This design comes from an exercise in tuning for small area on the open sky130 flow, not from production work. The RTL was checked by simulation tests, not by an equivalence proof against the original design. No driver is modelled on the clock port, so clocking that relies on it looks cheaper here than on a real chip.

==> flow/design.v <==
module iic #(
    parameter CLK_MAIN = 50000000,
    parameter SCL_DIV = 800000,
    parameter MAX_IIC_SEND_BYTE = 2
)(
    input  wire clk,
    input  wire rst_n,
    input  wire iic_start,
    input  wire iic_read_now,
    input  wire [15:0] iic_send_cnt,
    input  wire [15:0] iic_read_cnt,
    input  wire [MAX_IIC_SEND_BYTE * 8 - 1 : 0] iic_cmd_pack,
    output reg iic_data_valid,
    output reg [7:0] iic_data,
    input wire iic_error_reset,
    output reg iic_error,
    output wire scl,
    output wire sda_oe,
    output wire sda_out,
    input  wire sda_in,
    input  wire [6:0] slave_address
);
    localparam [63:0] PHASE_INC_WIDE = (64'd1 << 32) * SCL_DIV / CLK_MAIN;
    localparam [29:0] INC = PHASE_INC_WIDE[31:2];
    localparam [3:0] IDLE    = 4'b0000,
                     READ    = 4'b0001,
                     R_ACK   = 4'b0010,
                     STOP2   = 4'b1000,    
                     SEND    = 4'b1001,
                     W_ACK   = 4'b1010,
                     START   = 4'b1011,
                     STOP    = 4'b1100,
                     RESTART = 4'b1111;
    reg [3:0] state;
    wire st_idle    = ~state[3] & ~state[1] & ~state[0];
    wire st_stop2   =  state[3] & ~state[2] & ~state[1] & ~state[0];
    wire st_read    = ~state[3] &  state[0];
    wire st_send    =  state[3] & ~state[1] &  state[0];
    wire st_shift   = ~state[1] &  state[0];                
    wire st_rack    = ~state[3] &  state[1];
    wire st_wack    =  state[3] &  state[1] & ~state[0];
    wire st_ack     =  state[1] & ~state[0];                
    wire st_start   = ~state[2] &  state[1] &  state[0];
    wire st_restart =  state[2] &  state[1];
    wire st_addr    =  state[1] &  state[0];                
    wire st_stop    =  state[2] & ~state[1];
    wire run = |state[2:0];
    reg  [29:0] acc;
    wire [30:0] acc_c;
    wire [29:0] acc_s;
    assign acc_c[0] = 1'b0;
    genvar gi;
    generate
        for (gi = 0; gi < 30; gi = gi + 1) begin : g_acc
            if (INC[gi]) begin : g_one
                assign acc_s[gi] = ~(acc[gi] ^ acc_c[gi]);
                assign acc_c[gi+1] = acc[gi] | acc_c[gi];
            end else begin : g_zero
                assign acc_s[gi] = acc[gi] ^ acc_c[gi];
                assign acc_c[gi+1] = acc[gi] & acc_c[gi];
            end
        end
    endgenerate
    wire [30:0] next_acc = {acc_c[30], acc_s};
    wire tick = next_acc[30];
    always @(posedge clk)
        acc <= run ? next_acc[29:0] : 30'd0;
    reg qt;
    always @(posedge clk)
        qt <= ~acc[29] & next_acc[29];
    reg scl_shadow;
    always @(posedge clk or negedge rst_n)
        if (!rst_n) scl_shadow <= 1'b1;
        else if (tick) scl_shadow <= ~scl_shadow;
    assign scl = scl_shadow;
    wire qh = qt & scl_shadow;
    wire ql = qt & ~scl_shadow;
    reg [8:0]  data_shift;
    wire bit_last = (data_shift[6:0] == 7'd0);
    reg [15:0] var_read_cnt;
    reg [1:0]  sendc;        
    reg        read_now;
    reg        restart_once;
    reg        sda_shadow;
    assign sda_oe = state[3];
    assign sda_out = sda_shadow;
    wire rcnt_step = st_read && ql && bit_last;
    wire [16:0] rcnt_b;
    wire [15:0] rcnt_dec;
    assign rcnt_b[0] = rcnt_step;
    generate
        for (gi = 0; gi < 16; gi = gi + 1) begin : g_rc
            assign rcnt_dec[gi] = var_read_cnt[gi] ^ rcnt_b[gi];
            assign rcnt_b[gi+1] = ~var_read_cnt[gi] & rcnt_b[gi];
        end
    endgenerate
    wire rcnt_zero = rcnt_b[16];    
    always @(posedge clk) begin
        var_read_cnt <= st_idle ? iic_read_cnt : rcnt_dec;
        if (st_idle) begin
            read_now     <= iic_read_now;
            sendc        <= iic_send_cnt[0] ? 2'd2 : 2'd1;
        end
        if (st_idle || st_stop2)
            restart_once <= 1'b0;
        if (st_restart)
            restart_once <= 1'b1;
        if (st_addr && qh)
            data_shift <= {slave_address, state[2], 1'b1};
        if (st_rack && qh)
            data_shift <= {(sendc == 2'd0) ? 8'd0 :
                           (sendc == 2'd3) ? iic_cmd_pack[15:8] : iic_cmd_pack[7:0], 1'b1};
        if (st_wack && qh)
            data_shift <= 9'd1;
        if (st_shift && ql)
            data_shift <= {data_shift[7:0], 1'b0};
        if (st_rack && ql && !iic_error && sendc != 2'd0)
            sendc <= (sendc == 2'd2) ? 2'd3 : 2'd0;
    end
    integer k;
    always @(posedge clk or negedge rst_n) begin
        if (!rst_n) begin
            state <= IDLE;
            sda_shadow <= 1'b1;
            iic_data_valid <= 1'b0;
            iic_data <= 8'd0;
            iic_error <= 1'b0;
        end else begin
            iic_data_valid <= st_wack && qh;
            if (st_idle)
                if (iic_error) begin
                    if (iic_error_reset) iic_error <= 1'b0;
                end else if (iic_start)
                    state <= START;
            if (st_start) begin
                if (qh) sda_shadow <= 1'b0;
                if (ql) state <= SEND;
            end
            if (st_send) begin
                sda_shadow <= data_shift[8];
                if (ql && bit_last) state <= R_ACK;
            end
            if (st_rack) begin
                if (qh) begin
                    if (sda_in) begin
                        iic_error <= 1'b1;
                        sda_shadow <= 1'b0;
                    end else if (sendc == 2'd0) begin
                        if (!read_now) sda_shadow <= 1'b0;
                        else if (!restart_once) sda_shadow <= 1'b1;
                    end
                end
                if (ql) begin
                    if (iic_error) state <= STOP;
                    else if (sendc != 2'd0) state <= SEND;
                    else if (!read_now) state <= STOP;
                    else if (restart_once) state <= READ;
                    else state <= RESTART;
                end
            end
            if (st_read) begin
                if (qh) begin
                    for (k = 0; k < 8; k = k + 1)
                        if (data_shift[7 - k]) iic_data[k] <= sda_in;
                end
                if (ql) begin
                    if (bit_last) begin
                        state <= W_ACK;
                        sda_shadow <= rcnt_zero;
                    end
                end
            end
            if (st_wack)
                if (ql) begin
                    if (sda_shadow) begin    
                        sda_shadow <= 1'b0;
                        state <= STOP;
                    end else
                        state <= READ;
                end
            if (st_restart) begin
                if (qh) sda_shadow <= 1'b0;
                if (ql) state <= SEND;
            end
            if (st_stop)
                if (qh) begin
                    sda_shadow <= 1'b1;
                    state <= STOP2;
                end
            if (st_stop2)
                state <= IDLE;
        end
    end
endmodule
export LEC_CHECK = 0
export CAP_MARGIN = 20
export CORE_MARGIN = 2
export CORE_UTILIZATION = 60
export GPL_TIMING_DRIVEN = 0
export SLEW_MARGIN = 20
create_clock -name core_clock -period 20.0 [get_ports {clk}]
standard.sh (not shown) runs the stock make flow with config.mk's settings and CLKGATE_MAP_FILE= SYNTH_SCRIPT=/design/flow/synth_recipe.tcl, a recipe that flattens the netlist after the stock synthesis.
==> flow/flow/run.sh <==
#!/bin/bash
# Own layout flow: the standard synthesis, then the combinational logic re-mapped
# with a stronger ABC script (registers untouched), then the standard ORFS layout
# with the port buffers made of the smallest buffer and a one-level clock tree.
set -euo pipefail
W=$(pwd)
R=$W/orfs/results/$FLOW_PLATFORM/iic/base
LIB=$FLOW_HOME/platforms/$FLOW_PLATFORM/lib/sky130_fd_sc_hd__tt_025C_1v80.lib
YOSYS=yosys
[ -x "$FLOW_HOME/../tools/install/yosys/bin/yosys" ] && YOSYS=$FLOW_HOME/../tools/install/yosys/bin/yosys

bash standard.sh "$R/1_2_yosys.v" > synth_standard.log 2>&1
cp "$R/1_2_yosys.v" "$W/1_2_yosys_standard.v"

# eight re-mappings with different deepsyn seeds, four at a time; the smallest is kept
for seed in 0 1 2 3 4 5 6 7; do
  sed -e "s|@SEED@|$seed|g" flow/reopt.abc > reopt_$seed.abc
  sed -e "s|@LIB@|$LIB|g" -e "s|@IN@|$W/1_2_yosys_standard.v|g" -e "s|@TOP@|$FLOW_TOP|g" \
      -e "s|@ABC@|$W/reopt_$seed.abc|g" -e "s|@STAT@|$W/reopt_stat_$seed.txt|g" \
      -e "s|@OUT@|$W/1_2_yosys_reopt_$seed.v|g" flow/reopt.ys > reopt_run_$seed.ys
  "$YOSYS" -s reopt_run_$seed.ys > reopt_$seed.log 2>&1 &
  [ "$seed" = 3 ] && wait
done
wait
best=""; best_area=""
for seed in 0 1 2 3 4 5 6 7; do
  a=$(sed -n "s/.*Chip area for module '.*': *\([0-9.]*\).*/\1/p" reopt_stat_$seed.txt | head -1)
  echo "seed $seed area $a" >> reopt_choice.txt
  if [ -n "$a" ] && { [ -z "$best" ] || awk -v a="$a" -v b="$best_area" 'BEGIN{exit !(a<b)}'; }; then
    best=$seed; best_area=$a
  fi
done
echo "kept seed $best area $best_area" >> reopt_choice.txt
cp "$W/1_2_yosys_reopt_$best.v" "$R/1_2_yosys.v"

# clock: the sinks split into a 2 x 2 grid of groups, each driven by one clkbuf_8 at its centre
# (flow/clock_buffers.tcl, run before CTS); CTS itself then only checks the port net
export CLK_GX=2 CLK_GY=2 CLK_BUF=sky130_fd_sc_hd__clkbuf_8
CTS="-clk_nets clk -dont_use_dummy_load -buf_list sky130_fd_sc_hd__clkbuf_8"
bash standard.sh BUFFER_PORTS_ARGS="-buffer_cell sky130_fd_sc_hd__buf_1" CTS_ARGS="$CTS" \
    PRE_CTS_TCL="$W/flow/clock_buffers.tcl" finish > layout.log 2>&1
==> flow/flow/clock_buffers.tcl <==
# Split the clock sinks into a grid of groups and drive each group with one clock buffer
set dbu [[ord::get_db_tech] getDbUnitsPerMicron]
set gx $::env(CLK_GX); set gy $::env(CLK_GY); set cb $::env(CLK_BUF)
set sinks {}
foreach pin [get_pins -hierarchical */CLK] {
  set inst [[sta::sta_to_db_pin $pin] getInst]
  set loc [$inst getLocation]
  lappend sinks [list [get_full_name $pin] [expr [lindex $loc 0]/double($dbu)] [expr [lindex $loc 1]/double($dbu)]]
}
set n [llength $sinks]
set sx [lsort -real -index 1 $sinks]
set per [expr int(ceil($n / double($gx)))]
set g 0
for {set i 0} {$i < $gx} {incr i} {
  set col [lsort -real -index 2 [lrange $sx [expr $i*$per] [expr ($i+1)*$per-1]]]
  set per2 [expr int(ceil([llength $col] / double($gy)))]
  for {set j 0} {$j < $gy} {incr j} {
    set grp [lrange $col [expr $j*$per2] [expr ($j+1)*$per2-1]]
    if {[llength $grp] == 0} continue
    set xs 0; set ys 0; set pins {}
    foreach s $grp { set xs [expr $xs+[lindex $s 1]]; set ys [expr $ys+[lindex $s 2]]; lappend pins [get_pins [lindex $s 0]] }
    set cx [expr $xs/[llength $grp]]; set cy [expr $ys/[llength $grp]]
    insert_buffer -buffer_cell $cb -net clk -load_pins $pins -location [list $cx $cy] -buffer_name clkbuf_g$g
    puts "clock group $g: [llength $grp] sinks at $cx $cy"
    incr g
  }
}
Other scripts of this flow, unchanged in this note and not shown: flow/flow/reopt.abc, flow/flow/reopt.ys
Rerun with:
--- a/flow/flow/run.sh
+++ b/flow/flow/run.sh
@@ -13,6 +13,6 @@
 cp "$R/1_2_yosys.v" "$W/1_2_yosys_standard.v"
 
-# eight re-mappings with different deepsyn seeds, four at a time; the smallest is kept
-for seed in 0 1 2 3 4 5 6 7; do
+# four re-mappings with different deepsyn seeds in parallel; the smallest is kept
+for seed in 0 1 2 3; do
   sed -e "s|@SEED@|$seed|g" flow/reopt.abc > reopt_$seed.abc
   sed -e "s|@LIB@|$LIB|g" -e "s|@IN@|$W/1_2_yosys_standard.v|g" -e "s|@TOP@|$FLOW_TOP|g" \
@@ -20,9 +20,8 @@
       -e "s|@OUT@|$W/1_2_yosys_reopt_$seed.v|g" flow/reopt.ys > reopt_run_$seed.ys
   "$YOSYS" -s reopt_run_$seed.ys > reopt_$seed.log 2>&1 &
-  [ "$seed" = 3 ] && wait
 done
 wait
 best=""; best_area=""
-for seed in 0 1 2 3 4 5 6 7; do
+for seed in 0 1 2 3; do
   a=$(sed -n "s/.*Chip area for module '.*': *\([0-9.]*\).*/\1/p" reopt_stat_$seed.txt | head -1)
   echo "seed $seed area $a" >> reopt_choice.txt
@@ -36,5 +35,5 @@
 # clock: the sinks split into a 2 x 2 grid of groups, each driven by one clkbuf_8 at its centre
 # (flow/clock_buffers.tcl, run before CTS); CTS itself then only checks the port net
-export CLK_GX=2 CLK_GY=2 CLK_BUF=sky130_fd_sc_hd__clkbuf_8
+export CLK_GX=1 CLK_GY=3 CLK_BUF=sky130_fd_sc_hd__clkbuf_8
 CTS="-clk_nets clk -dont_use_dummy_load -buf_list sky130_fd_sc_hd__clkbuf_8"
 bash standard.sh BUFFER_PORTS_ARGS="-buffer_cell sky130_fd_sc_hd__buf_1" CTS_ARGS="$CTS" \
--- a/flow/config.mk
+++ b/flow/config.mk
@@ -8,5 +8,6 @@
 export CAP_MARGIN = 20
 export CORE_MARGIN = 2
-export CORE_UTILIZATION = 60
+export CORE_UTILIZATION = 80
 export GPL_TIMING_DRIVEN = 0
+export PLACE_DENSITY = 0.9
 export SLEW_MARGIN = 20
Now the flow died in 3_3_place_gp, error GPL-0301.
Area after synthesis does not change.
Synthesized cell count stays the same.
Rerun with:
--- a/flow/flow/run.sh
+++ b/flow/flow/run.sh
@@ -35,5 +35,5 @@
 # clock: the sinks split into a 2 x 2 grid of groups, each driven by one clkbuf_8 at its centre
 # (flow/clock_buffers.tcl, run before CTS); CTS itself then only checks the port net
-export CLK_GX=1 CLK_GY=3 CLK_BUF=sky130_fd_sc_hd__clkbuf_8
+export CLK_GX=2 CLK_GY=2 CLK_BUF=sky130_fd_sc_hd__clkbuf_8
 CTS="-clk_nets clk -dont_use_dummy_load -buf_list sky130_fd_sc_hd__clkbuf_8"
 bash standard.sh BUFFER_PORTS_ARGS="-buffer_cell sky130_fd_sc_hd__buf_1" CTS_ARGS="$CTS" \
--- a/flow/config.mk
+++ b/flow/config.mk
@@ -8,6 +8,5 @@
 export CAP_MARGIN = 20
 export CORE_MARGIN = 2
-export CORE_UTILIZATION = 80
+export CORE_UTILIZATION = 60
 export GPL_TIMING_DRIVEN = 0
-export PLACE_DENSITY = 0.9
 export SLEW_MARGIN = 20
With this change the flow produced a clean layout.
Synthesized area is unchanged.
Synthesized cell count is unchanged.

-- afterwards: timing with drivers on the ports --
The results above use ideal ports. As a check the final layouts listed here were re-extracted and re-timed, cells and wires unchanged. Step 1 assumes that a clkbuf_16 drives the clock port and a buf_2 every other input. Step 2 adds t to the input delays and takes it off the output delays; t is the mean of the earliest and latest rising clock arrival at the registers after step 1. Input paths then give back, and output paths get back, about the clock's delay inside the block. Three values: ideal, step 1, step 2; two values: the first two.
run	t (ns)	setup slack, ns	latest minus earliest clock arrival (ns)	cell pins on the clock port's net
the first run	0.215	15.034 / 14.979 / 15.051	0.011 / 0.011	4
the third run	0.215	15.034 / 14.979 / 15.051	0.011 / 0.011	4
After both steps every run listed still meets setup and hold.
